Context: an optimization exercise on an open-source flow, tuned for a short achievable clock period and few clock cycles. The choices shown serve that exercise and are no tape-out recipe.
No driver is modelled on the clock port, so clock power and skew are understated where the tree is cut down; a real chip needs a root buffer or a tree.

Setup of JK:
==> flow/design.v <==
`timescale 1ns / 1ps
module day4_top( clk, rst, rom_addr, rom_data, sum_overlap, sum_contain, done );
    input clk;
    input rst;
    output [13:0] rom_addr;
    input [7:0] rom_data;
    output [15:0] sum_contain;
    output [15:0] sum_overlap;
    output done;
    function lt_hi(input [6:0] x, input [6:0] y);
        reg [6:0] g, n;
        begin
            g = ~x & y;
            n = ~x | y;    
            lt_hi = g[6] |
                    (n[6] & g[5]) |
                    (n[6] & n[5] & g[4]) |
                    (n[6] & n[5] & n[4] & g[3]);
        end
    endfunction
    function lt_lo(input [6:0] x, input [6:0] y);
        reg [6:0] g, n;
        begin
            g = ~x & y;
            n = ~x | y;
            lt_lo = g[2] |
                    (n[2] & g[1]) |
                    (n[2] & n[1] & g[0]);
        end
    endfunction
    localparam S_NEW = 0,    
               S_RA  = 1,    
               S_RD1 = 2,    
               S_RB2 = 3,    
               S_RC2 = 4,    
               S_RC  = 5,    
               S_RB3 = 6,    
               S_RD3 = 7,    
               S_RD4 = 8,    
               S_RB4 = 9,    
               S_IDL = 10;   
    localparam NS = 11;
    localparam [NS-1:0] ST_NEW = 1 << S_NEW, ST_RA = 1 << S_RA, ST_IDL = 1 << S_IDL;
    reg [13:0] addr;
    reg [7:0]  data_q;
    reg [NS-1:0] stA;
    reg [11:0]   lineA;
    reg [6:0]    aA, bA, cA, dA;
    reg          acA, caA, dbA, bdA, adA, cbA;   
    reg [NS-1:0] stB;
    reg [11:0]   lineB;
    reg [6:0]    aB, bB, cB, dB;
    reg          acB, caB, dbB, bdB, adB, cbB;
    reg          hiB;         
    reg [3:0]    ca, cb, cd;
    reg [2:0]    cc;
    reg          is99, zero;
    reg [NS-1:0] stC;
    reg [11:0]   lineC;
    reg [6:0]    aC, bC, cC, dC;
    reg          acC, caC, dbC, bdC, adC, cbC;
    reg          freeC;       
    reg          zeroC;       
    reg [NS-1:0] contC;       
    reg [1:0]    offC;        
    reg [NS-1:0] stD;
    reg [11:0]   lineD;
    reg [6:0]    aD, bD, cD, dD;
    reg          acD, caD, dbD, bdD, adD, cbD;
    reg [11:0] next_line;
    reg        term;
    reg        rst_q;          
    reg        inc_c, inc_o;
    reg [15:0] cnt_c, cnt_o;
    reg [2:0]  fc, fo;         
    reg        int_done;
    assign rom_addr = addr;
    assign sum_contain = cnt_c;
    assign sum_overlap = cnt_o;
    assign done = int_done;
    wire [6:0] v = data_q[6:0];
    wire rd_a = stA[S_RA];
    wire rd_b = stA[S_RB2] | stA[S_RB3] | stA[S_RB4];
    wire rd_c = stA[S_RC2] | stA[S_RC];
    wire rd_d = stA[S_RD1] | stA[S_RD3] | stA[S_RD4];
    wire lt_a = ca[0] | (~ca[1] & ca[2]);
    wire lt_b = cb[0] | (~cb[1] & cb[2]);
    wire lt_c = cc[0] | (~cc[1] & cc[2]);
    wire lt_d = cd[0] | (~cd[1] & cd[2]);
    wire eq_a = ~|ca;
    wire eq_b = ~|cb;
    wire eq_d = ~|cd;
    wire fin_dis  = (stB[S_RD1] & lt_a) | (stB[S_RB3] & lt_c) | (stB[S_RD4] & lt_a);
    wire fin_both = (stB[S_RB2] & eq_d) | (stB[S_RC] & eq_a) |
                    (stB[S_RB3] & ~lt_c & is99) | (stB[S_RD4] & ~lt_a & is99);
    wire fin_full = stB[S_RC2] | stB[S_RD3] | stB[S_RB4];
    wire [NS-1:0] cont;
    assign cont[S_NEW] = 1'b0;
    assign cont[S_RA]  = 1'b0;
    assign cont[S_RD1] = stB[S_RA] & hiB;
    assign cont[S_RC]  = stB[S_RA] & ~hiB;
    assign cont[S_RB2] = stB[S_RD1];
    assign cont[S_RC2] = stB[S_RB2];
    assign cont[S_RB3] = stB[S_RC] & ~lt_a;
    assign cont[S_RD4] = stB[S_RC] & lt_a;
    assign cont[S_RD3] = stB[S_RB3];
    assign cont[S_RB4] = stB[S_RD4];
    assign cont[S_IDL] = stB[S_IDL];
    wire [1:0] cont_off = (cont[S_RD1] | cont[S_RD3] | cont[S_RD4]) ? 2'd3 :
                          (cont[S_RC2] | cont[S_RC]) ? 2'd2 :
                          (cont[S_RB2] | cont[S_RB3] | cont[S_RB4]) ? 2'd1 : 2'd0;
    wire b_after_d = stB[S_RB2] | stB[S_RB4];
    wire d_after_b = stB[S_RD3];
    wire b_after_c = stB[S_RB3] | stB[S_RB4];
    wire c_after_b = stB[S_RC2];
    wire c_read    = stB[S_RC2] | stB[S_RC];
    wire d_read    = stB[S_RD1] | stB[S_RD3] | stB[S_RD4];
    wire n_ac = c_read ? ~lt_a : acB;
    wire n_ca = c_read ? (lt_a | eq_a) : caB;
    wire n_ad = d_read ? ~lt_a : adB;
    wire n_db = b_after_d ? ~lt_d : d_after_b ? (lt_b | eq_b) : dbB;
    wire n_bd = b_after_d ? (lt_d | eq_d) : d_after_b ? ~lt_b : bdB;
    wire n_cb = b_after_c ? ~lt_c : c_after_b ? (lt_b | eq_b) : cbB;
    wire new_line = freeC & ~term;
    wire to_idle  = (stC[S_RA] & (zeroC | term)) | (freeC & term) | stC[S_IDL];
    wire [NS-1:0] n_st = new_line ? ST_RA : to_idle ? ST_IDL : contC;
    wire [11:0] n_line = new_line ? next_line : lineC;
    wire [1:0]  n_off  = new_line ? 2'd0 : offC;
    always @(posedge clk) begin
        data_q <= rom_data;
        if (rst) begin
            addr <= 14'd0;
            stA <= ST_NEW;
            stB <= ST_NEW;
            stC <= ST_NEW;
            stD <= ST_RA;
            freeC <= 1'b1;
            zeroC <= 1'b0;
            lineD <= 12'd0;
            next_line <= 12'd1;
            term <= 1'b0;
            int_done <= 1'b0;
        end else begin
            stB <= stA;
            stC <= stB;
            freeC <= fin_dis | fin_both | fin_full | stB[S_NEW];
            zeroC <= stB[S_RA] & zero;
            addr <= {n_line, n_off};
            stD <= n_st;
            lineD <= n_line;
            if (new_line)
                next_line <= next_line + 12'd1;
            if (stC[S_RA] & zeroC)
                term <= 1'b1;
            stA <= stD;
            if (term & stA[S_IDL] & stB[S_IDL] & (stC[S_IDL] | stC[S_RA] | freeC) & stD[S_IDL])
                int_done <= 1'b1;
        end
        rst_q <= rst;
        if (rst_q) begin
            inc_c <= 1'b0;
            inc_o <= 1'b0;
            cnt_c <= 16'd0;
            cnt_o <= 16'd0;
            fc <= 3'd0;
            fo <= 3'd0;
        end else begin
            inc_c <= fin_both | (fin_full & ((n_ac & n_db) | (n_ca & n_bd)));
            inc_o <= fin_both | (fin_full & n_ad & n_cb);
            if (inc_c) begin
                cnt_c[3:0] <= cnt_c[3:0] + 4'd1;
                if (fc[0]) cnt_c[7:4] <= cnt_c[7:4] + 4'd1;
                if (fc[0] & fc[1]) cnt_c[11:8] <= cnt_c[11:8] + 4'd1;
                if (fc[0] & fc[1] & fc[2]) cnt_c[15:12] <= cnt_c[15:12] + 4'd1;
                fc[0] <= (cnt_c[3:0] == 4'd14);
                if (fc[0]) fc[1] <= (cnt_c[7:4] == 4'd14);
                if (fc[0] & fc[1]) fc[2] <= (cnt_c[11:8] == 4'd14);
            end
            if (inc_o) begin
                cnt_o[3:0] <= cnt_o[3:0] + 4'd1;
                if (fo[0]) cnt_o[7:4] <= cnt_o[7:4] + 4'd1;
                if (fo[0] & fo[1]) cnt_o[11:8] <= cnt_o[11:8] + 4'd1;
                if (fo[0] & fo[1] & fo[2]) cnt_o[15:12] <= cnt_o[15:12] + 4'd1;
                fo[0] <= (cnt_o[3:0] == 4'd14);
                if (fo[0]) fo[1] <= (cnt_o[7:4] == 4'd14);
                if (fo[0] & fo[1]) fo[2] <= (cnt_o[11:8] == 4'd14);
            end
        end
        lineB <= lineA;
        aB <= rd_a ? v : aA;
        bB <= rd_b ? v : bA;
        cB <= rd_c ? v : cA;
        dB <= rd_d ? v : dA;
        acB <= acA; caB <= caA; dbB <= dbA; bdB <= bdA; adB <= adA; cbB <= cbA;
        hiB <= v[6];
        ca <= {lt_lo(aA, v), lt_lo(v, aA), lt_hi(aA, v), lt_hi(v, aA)};
        cb <= {lt_lo(bA, v), lt_lo(v, bA), lt_hi(bA, v), lt_hi(v, bA)};
        cc <= {lt_lo(v, cA), lt_hi(cA, v), lt_hi(v, cA)};
        cd <= {lt_lo(dA, v), lt_lo(v, dA), lt_hi(dA, v), lt_hi(v, dA)};
        is99 <= (v == 7'd99);
        zero <= (data_q == 8'd0);
        lineC <= lineB;
        aC <= aB; bC <= bB; cC <= cB; dC <= dB;
        acC <= n_ac; caC <= n_ca; dbC <= n_db; bdC <= n_bd; adC <= n_ad; cbC <= n_cb;
        contC <= cont;
        offC <= cont_off;
        aD <= aC; bD <= bC; cD <= cC; dD <= dC;
        acD <= acC; caD <= caC; dbD <= dbC; bdD <= bdC; adD <= adC; cbD <= cbC;
        lineA <= lineD;
        aA <= aD; bA <= bD; cA <= cD; dA <= dD;
        acA <= acD; caA <= caD; dbA <= dbD; bdA <= bdD; adA <= adD; cbA <= cbD;
    end
endmodule
clock: 4.0 ns
lec_check: 0
abc_clock_period_in_ps: 1500
cap_margin: 20
core_margin: 2
core_utilization: 60
place_density: 0.7
setup_slack_margin: 2.6
slew_margin: 20
tns_end_percent: 100
post_cts_tcl: /design/flow/flow/clocktree.tcl
standard.sh (not shown) runs the stock make flow with config.mk's settings and CLKGATE_MAP_FILE= SYNTH_SCRIPT=/design/flow/synth_recipe.tcl, a recipe that flattens the netlist after the stock synthesis.
==> flow/flow/run.sh <==
#!/bin/bash
# The standard layout, with the clock tree that ORFS's CTS builds replaced
# by a two-level one (flow/clocktree.tcl, run as ORFS's POST_CTS_TCL hook).
set -euo pipefail
here=$(pwd)
echo "export POST_CTS_TCL = $here/flow/clocktree.tcl" >> config.mk
bash standard.sh finish > standard_make.log 2>&1
==> flow/flow/clocktree.tcl <==
# Rebuild the clock tree with two levels of inverters: the clock port drives
# four clkinv_16, one per quadrant of the registers' placement, and each of
# those drives CT_LEAVES clkinv_16, each driving the registers of one part of
# its quadrant (split at the median along the wider side), so the registers
# see the clock twice inverted. Run as POST_CTS_TCL, after ORFS's CTS.
set ::block [ord::get_db_block]
set db [ord::get_db]
set clk_net [$::block findNet clk]
if {![info exists ::env(CT_ROOT)]} { set ::env(CT_ROOT) sky130_fd_sc_hd__clkinv_16 }
if {![info exists ::env(CT_LEAF)]} { set ::env(CT_LEAF) sky130_fd_sc_hd__clkinv_16 }
set rootm [$db findMaster $::env(CT_ROOT)]
set leafm [$db findMaster $::env(CT_LEAF)]

# all clock sinks (register clock pins) reached from the clock port
set ::sinks {}
set ::cts_bufs {}
proc walk {net} {
  foreach it [$net getITerms] {
    set inst [$it getInst]
    if {[$it getIoType] != "INPUT"} { continue }
    set m [[$inst getMaster] getName]
    if {[string match "sky130_fd_sc_hd__clkbuf_*" $m] || [string match "sky130_fd_sc_hd__clkinv*" $m] || [string match "sky130_fd_sc_hd__buf_*" $m] || [string match "sky130_fd_sc_hd__inv_*" $m]} {
      lappend ::cts_bufs $inst
      foreach o [$inst getITerms] {
        if {[$o getIoType] == "OUTPUT" && [$o getNet] != "NULL"} { walk [$o getNet] }
      }
    } else {
      lappend ::sinks $it
    }
  }
}
walk $clk_net
puts "clocktree: [llength $::sinks] sinks, [llength $::cts_bufs] old buffers"


if {![info exists ::env(CT_LEAVES)]} { set ::env(CT_LEAVES) 3 }
set leaves_per_root $::env(CT_LEAVES)

# sink positions
set ::pos [dict create]
foreach it $::sinks {
  set b [[$it getInst] getBBox]
  dict set ::pos $it [list [expr {([$b xMin] + [$b xMax]) / 2}] [expr {([$b yMin] + [$b yMax]) / 2}]]
}
proc ctr {items} {
  set sx 0; set sy 0
  foreach it $items { lassign [dict get $::pos $it] x y; incr sx $x; incr sy $y }
  set n [llength $items]
  return [list [expr {$sx / $n}] [expr {$sy / $n}]]
}
# split items into n parts of near-equal size, cutting across the wider side
proc bisect {items n} {
  if {$n <= 1 || [llength $items] < 2} { return [list $items] }
  set xs {}; set ys {}
  foreach it $items { lassign [dict get $::pos $it] x y; lappend xs $x; lappend ys $y }
  set xs [lsort -integer $xs]; set ys [lsort -integer $ys]
  set wx [expr {[lindex $xs end] - [lindex $xs 0]}]
  set wy [expr {[lindex $ys end] - [lindex $ys 0]}]
  set k [expr {$wx >= $wy ? 0 : 1}]
  set sorted [lsort -integer -index 1 [lmap it $items {list $it [lindex [dict get $::pos $it] $k]}]]
  set n1 [expr {$n / 2}]
  set cut [expr {[llength $items] * $n1 / $n}]
  set a [lmap p [lrange $sorted 0 [expr {$cut - 1}]] {lindex $p 0}]
  set b [lmap p [lrange $sorted $cut end] {lindex $p 0}]
  return [concat [bisect $a $n1] [bisect $b [expr {$n - $n1}]]]
}
proc outpin {master} {
  foreach mt [$master getMTerms] {
    if {[$mt getIoType] == "OUTPUT"} { return [$mt getName] }
  }
}
proc place_buf {name master x y} {
  set inst [odb::dbInst_create $::block $master $name]
  $inst setLocation [expr {$x - [$master getWidth] / 2}] [expr {$y - [$master getHeight] / 2}]
  $inst setPlacementStatus PLACED
  return $inst
}
# drop the old tree
set old_nets {}
foreach inst $::cts_bufs {
  foreach o [$inst getITerms] {
    if {[$o getIoType] == "OUTPUT" && [$o getNet] != "NULL"} { lappend old_nets [$o getNet] }
  }
}
foreach it $::sinks { $it disconnect }
foreach inst $::cts_bufs { odb::dbInst_destroy $inst }
foreach n [lsort -unique $old_nets] {
  if {[llength [$n getITerms]] == 0 && [llength [$n getBTerms]] == 0} { odb::dbNet_destroy $n }
}


set roots [bisect $::sinks 4]
set r 0
foreach rg $roots {
  set rnet [odb::dbNet_create $::block "clknet_r$r"]
  $rnet setSigType CLOCK
  set l 0
  set lcs {}
  foreach lg [bisect $rg $leaves_per_root] {
    set lnet [odb::dbNet_create $::block "clknet_r${r}_l$l"]
    $lnet setSigType CLOCK
    lassign [ctr $lg] cx cy
    lappend lcs [list $cx $cy]
    set inst [place_buf "clkbuf_r${r}_l$l" $leafm $cx $cy]
    [$inst findITerm A] connect $rnet
    [$inst findITerm [outpin $leafm]] connect $lnet
    foreach it $lg { $it connect $lnet }
    puts "clocktree: root $r leaf $l: [llength $lg] sinks at [expr {$cx / 1000.0}] [expr {$cy / 1000.0}]"
    incr l
  }
  set sx 0; set sy 0
  foreach c $lcs { incr sx [lindex $c 0]; incr sy [lindex $c 1] }
  set inst [place_buf "clkbuf_r$r" $rootm [expr {$sx / [llength $lcs]}] [expr {$sy / [llength $lcs]}]]
  [$inst findITerm A] connect $clk_net
  [$inst findITerm [outpin $rootm]] connect $rnet
  incr r
}

detailed_placement
estimate_parasitics -placement
repair_timing_helper
detailed_placement
check_placement -verbose
JK reached the final stage; the timing, DRC and antenna checks on its layout passed.
Here is what was changed in the inputs of AL compared with JK.
--- a/flow/flow/clocktree.tcl
+++ b/flow/flow/clocktree.tcl
@@ -2,3 +2,3 @@
 # four clkinv_16, one per quadrant of the registers' placement, and each of
-# those drives CT_LEAVES clkinv_16, each driving the registers of one part of
+# those drives CT_LEAVES clkinv_8, each driving the registers of one part of
 # its quadrant (split at the median along the wider side), so the registers
@@ -9,3 +9,3 @@
 if {![info exists ::env(CT_ROOT)]} { set ::env(CT_ROOT) sky130_fd_sc_hd__clkinv_16 }
-if {![info exists ::env(CT_LEAF)]} { set ::env(CT_LEAF) sky130_fd_sc_hd__clkinv_16 }
+if {![info exists ::env(CT_LEAF)]} { set ::env(CT_LEAF) sky130_fd_sc_hd__clkinv_8 }
 set rootm [$db findMaster $::env(CT_ROOT)]
@@ -35,3 +35,3 @@
 
-if {![info exists ::env(CT_LEAVES)]} { set ::env(CT_LEAVES) 3 }
+if {![info exists ::env(CT_LEAVES)]} { set ::env(CT_LEAVES) 4 }
 set leaves_per_root $::env(CT_LEAVES)
--- a/flow/config.mk
+++ b/flow/config.mk
@@ -10,4 +10,4 @@
 export CORE_MARGIN = 2
-export CORE_UTILIZATION = 60
-export PLACE_DENSITY = 0.7
+export CORE_UTILIZATION = 70
+export PLACE_DENSITY = 0.8
 export SETUP_SLACK_MARGIN = 2.6
Compared with JK, AL shows minimum clock period after layout higher by 0.018 ns. In AL relative to JK, met3 layer wire length in the routed design had gone up by more than 100%. Between AL and JK, the difference in share of cell area taken by flip-flops and latches is negligible. In AL, the die area came out about 14% below the value in JK. Compared with JK, AL shows a lower cell-internal power. AL ends up with a worst-case setup margin in the final layout that is 0.018 ns lower than in JK. The run with more routed wire is AL, not JK. Diff AL..JK | total number of cells along the worst setup path | negligible. Diff JK -> AL | post-layout net count | up slightly. Utilization JK -> AL: up.
No functional check of the RTL was part of any run of this note. No run of this note takes its clock network from TritonCTS; it comes from the design's own scripts or RTL.

==> afterwards: timing with drivers on the ports <==
No port has a modelled driver above. Below, the same layouts with a new extraction and two added sets of constraints.
Step 1 sets driving cells, clkbuf_16 on the clock port and buf_2 on the other inputs (assumed; they add their load-dependent delay and slew).
Step 2 moves the port delays by t, midway between the first and last clock arrival at a register: inputs arrive t later, outputs are due t later. That takes back most of the time a late clock gives input paths.
Slacks: ideal / step 1 / step 2; pairs: ideal / step 1.
| run | t (ns) | slack for setup (ns) | clock arrival spread, ns | slew at the worst register clock pin (ns) | cell pins on the clock port's net |
|---|---|---|---|---|---|
| JK | 0.393 | 2.501 / 2.332 / 2.425 | 0.015 / 0.015 | 0.07 / 0.07 | 4 |
| AL | 0.374 | 2.483 / 2.338 / 2.346 | 0.017 / 0.017 | 0.08 / 0.08 | 4 |
After both steps every run listed still meets setup and hold. The setup slack of AL, which loses most, moves by -0.145 ns with the drivers and by -0.137 ns with both steps.
